From an optimization exercise on the open Yosys and OpenROAD flow, aimed at small area, a short achievable clock period and few clock cycles; shortcuts taken in it are not production practice. RTL that was checked went through simulation tests only; none was proved equivalent to the original. Power and IR drop assume default switching activity.

==> flow/design.v (excerpt) <==
module fast_top_level #(
    parameter X_MAX = 64,
    parameter Y_MAX = 64,
    parameter THRESHOLD = 20
) (
    input logic clk, n_rst,
    input logic [7:0] SRAM_in_gaus,
    input logic new_trans, SRAM_in_fast,
    input logic [$clog2(X_MAX) - 1:0] max_x, max_y,
    output logic write_SRAM_fast, read_SRAM_gaus, read_SRAM_fast, write_SRAM_OUT, done,
    output logic signed [$clog2(X_MAX):0] x_addr_gaus, y_addr_gaus, x_addr_fast, y_addr_fast, x_addr_OUT, y_addr_OUT,
    output logic [23:0] SRAM_OUT_wdata
);
For scale: ~2100 cells after synthesis, about 970 flip-flops, roughly 95 I/O pins, about 27000 sq um of cells after synthesis.
export LEC_CHECK = 0
export CAP_MARGIN = 20
export CORE_MARGIN = 2
export CORE_UTILIZATION = 40
export CTS_CLUSTER_DIAMETER = 100
export CTS_CLUSTER_SIZE = 30
export PLACE_DENSITY = 0.6
export SLEW_MARGIN = 20
create_clock -name core_clock -period 8.0 [get_ports {clk}]
standard.sh (not shown) runs the stock make flow with config.mk's settings and CLKGATE_MAP_FILE= SYNTH_SCRIPT=/design/flow/synth_recipe.tcl, a recipe that flattens the netlist after the stock synthesis.
==> flow/flow/run.sh <==
#!/bin/bash
# Standard layout, with timing repair aimed below the clock period (setup
# margin) and plain buffers on the ports. The make output goes to
# standard_finish.log; each ORFS step logs to orfs/logs/.
set -euo pipefail
bash standard.sh SETUP_SLACK_MARGIN=5.4 \
    "BUFFER_PORTS_ARGS=-buffer_cell sky130_fd_sc_hd__buf_2" \
    finish > standard_finish.log 2>&1
Testbench counts at the start, summed over its fixed seeds: cycles 107,168.
==> next run, changes <==
--- a/flow/design.v
+++ b/flow/design.v
@@ -136,25 +136,31 @@
 endfunction
 function automatic integer rdy(input integer k);
     case (k)
         0: rdy = 3;   1: rdy = 3;   2: rdy = 2;   3: rdy = 1;
         4: rdy = 0;   5: rdy = -1;  6: rdy = -2;  7: rdy = -3;
         8: rdy = -3;  9: rdy = -3; 10: rdy = -2; 11: rdy = -1;
        12: rdy = 0;  13: rdy = 2;  14: rdy = 0;  default: rdy = 3;
     endcase
 endfunction
 function automatic logic ge_c(input logic [7:0] a, input logic [7:0] nb);
-    logic cy;
+    logic cy, g, pr;
     cy = 1'b1;
-    for (int i = 0; i < 8; i++)
+    for (int i = 0; i < 4; i++)
         cy = (a[i] & nb[i]) | (a[i] & cy) | (nb[i] & cy);
-    ge_c = cy;
+    g  = 1'b0;
+    pr = 1'b1;
+    for (int i = 4; i < 8; i++) begin
+        g  = (a[i] & nb[i]) | ((a[i] | nb[i]) & g);
+        pr = pr & (a[i] | nb[i]);
+    end
+    ge_c = g | (pr & cy);
 endfunction
 logic [NR-1:0] sb, sd;               
 logic [2:0] p1b, p1d;
 always_ff @(posedge clk) begin
     p1b <= {p1b[1:0], sb[0]};
     p1d <= {p1d[1:0], sd[0]};
 end
 always_comb begin
     for (int k = 0; k < NR; k++) begin
         if (k == 14) begin
The new run passed the timing, DRC and antenna checks.
Final cell count goes up by 0.39%.
Die area goes up by 0.55%.
Synthesized cell count barely changes.
Global-route usage barely changes.
Total power went up by 1.2%.
Register-to-register slack gains 0.21 ns.
Via count falls by 1.1%.
Clock power rises by about 3%.
Area after synthesis increases by 0.56%.
Routed wire length decreases by 0.92%.
Testbench counts after the change, summed over its fixed seeds: cycles 107,168.


fast_top_level, a different RTL version from the one above (not shown whole).
For scale: ~960 flip-flops, roughly 27000 um^2 of cells after synthesis.
Settings: LEC_CHECK=0, CAP_MARGIN=20, CORE_MARGIN=2, CORE_UTILIZATION=40, CTS_CLUSTER_DIAMETER=100, CTS_CLUSTER_SIZE=30, PLACE_DENSITY=0.6, SLEW_MARGIN=20; clock period 8.0 ns.
==> flow/flow/run.sh <==
#!/bin/bash
# Standard layout, with timing repair aimed below the clock period (setup
# margin) and plain buffers on the ports. The make output goes to
# standard_finish.log; each ORFS step logs to orfs/logs/.
set -euo pipefail
bash standard.sh SETUP_SLACK_MARGIN=5.2 \
    "BUFFER_PORTS_ARGS=-buffer_cell sky130_fd_sc_hd__buf_2" \
    finish > standard_finish.log 2>&1
Change:
--- a/flow/design.v
+++ b/flow/design.v
@@ -231,21 +231,20 @@
         yf_q <= e_fst ? $signed({1'b0, ey0}) - 8'sd3 : yf_q + 8'sd1;
     end
 end
 assign write_SRAM_fast = wf_q;
 assign read_SRAM_fast  = rf_q;
 assign x_addr_fast     = {1'b0, xf_q};
 assign y_addr_fast     = yf_q[AW-1:0];
-logic wf_g, rf_g, wf_d, rf_d;
+logic wf_g, wf_d, rf_d;
 logic [GLEN-1:0] gl;
 always_ff @(posedge clk) begin
     wf_g <= e_on && corner_e;
-    rf_g <= e_on && e_rd;
     wf_d <= wf_g;
-    rf_d <= rf_g;
+    rf_d <= rf_q;
     gl   <= {gl[GLEN-2:0], rf_d ? SRAM_in_fast : wf_d};
 end
 function automatic integer gtap(input integer dx, input integer dy);
     gtap = GI - (dx * P + dy);
 endfunction
 function automatic logic gf(input integer dx, input integer dy,
                             input logic [GLEN-1:0] g, input logic [3:1] ml, mr);
After rerunning: The new run ran to the end with no violations; core utilization stays flat; first-iteration DRC count grows by 4.4%; final area is about the same; combinational power shrinks by 4.5%; wire length grows by 2.0%; synthesized area grows by 0.33%.
Testbench counts after the change, summed over its fixed seeds: cycles 107,168.
For the first run of this note, only the layout was checked, not whether the RTL still works.

-- re-timing with driven ports --
The results above use ideal ports. As a check the final layouts listed here were re-extracted and re-timed, cells and wires unchanged.
Step 1, drivers: a clkbuf_16 drives clk and a buf_2 each remaining input, both assumed.
Step 2 moves the port delays by t, midway between the first and last clock arrival at a register: inputs arrive t later, outputs are due t later. That takes back most of the time a late clock gives input paths.
a / b / c = ideal ports / drivers / drivers and shift; a / b = the first two.
run | shift t [ns] | slack for setup (ns) | hold slack, ns | clock arrival spread, ns
the first run of note 1 | 0.649 | 5.059 / 5.059 / 5.059 | 0.320 / 0.320 / 0.320 | 0.038 / 0.039
the second run of note 1 | 0.645 | 5.189 / 5.128 / 5.268 | 0.308 / 0.308 / 0.308 | 0.033 / 0.033
the first run of note 2 | 0.638 | 5.242 / 5.191 / 5.242 | 0.322 / 0.322 / 0.322 | 0.020 / 0.020
the second run of note 2 | 0.659 | 5.214 / 5.152 / 5.308 | 0.314 / 0.314 / 0.314 | 0.032 / 0.033
After both steps every run listed still meets setup and hold.
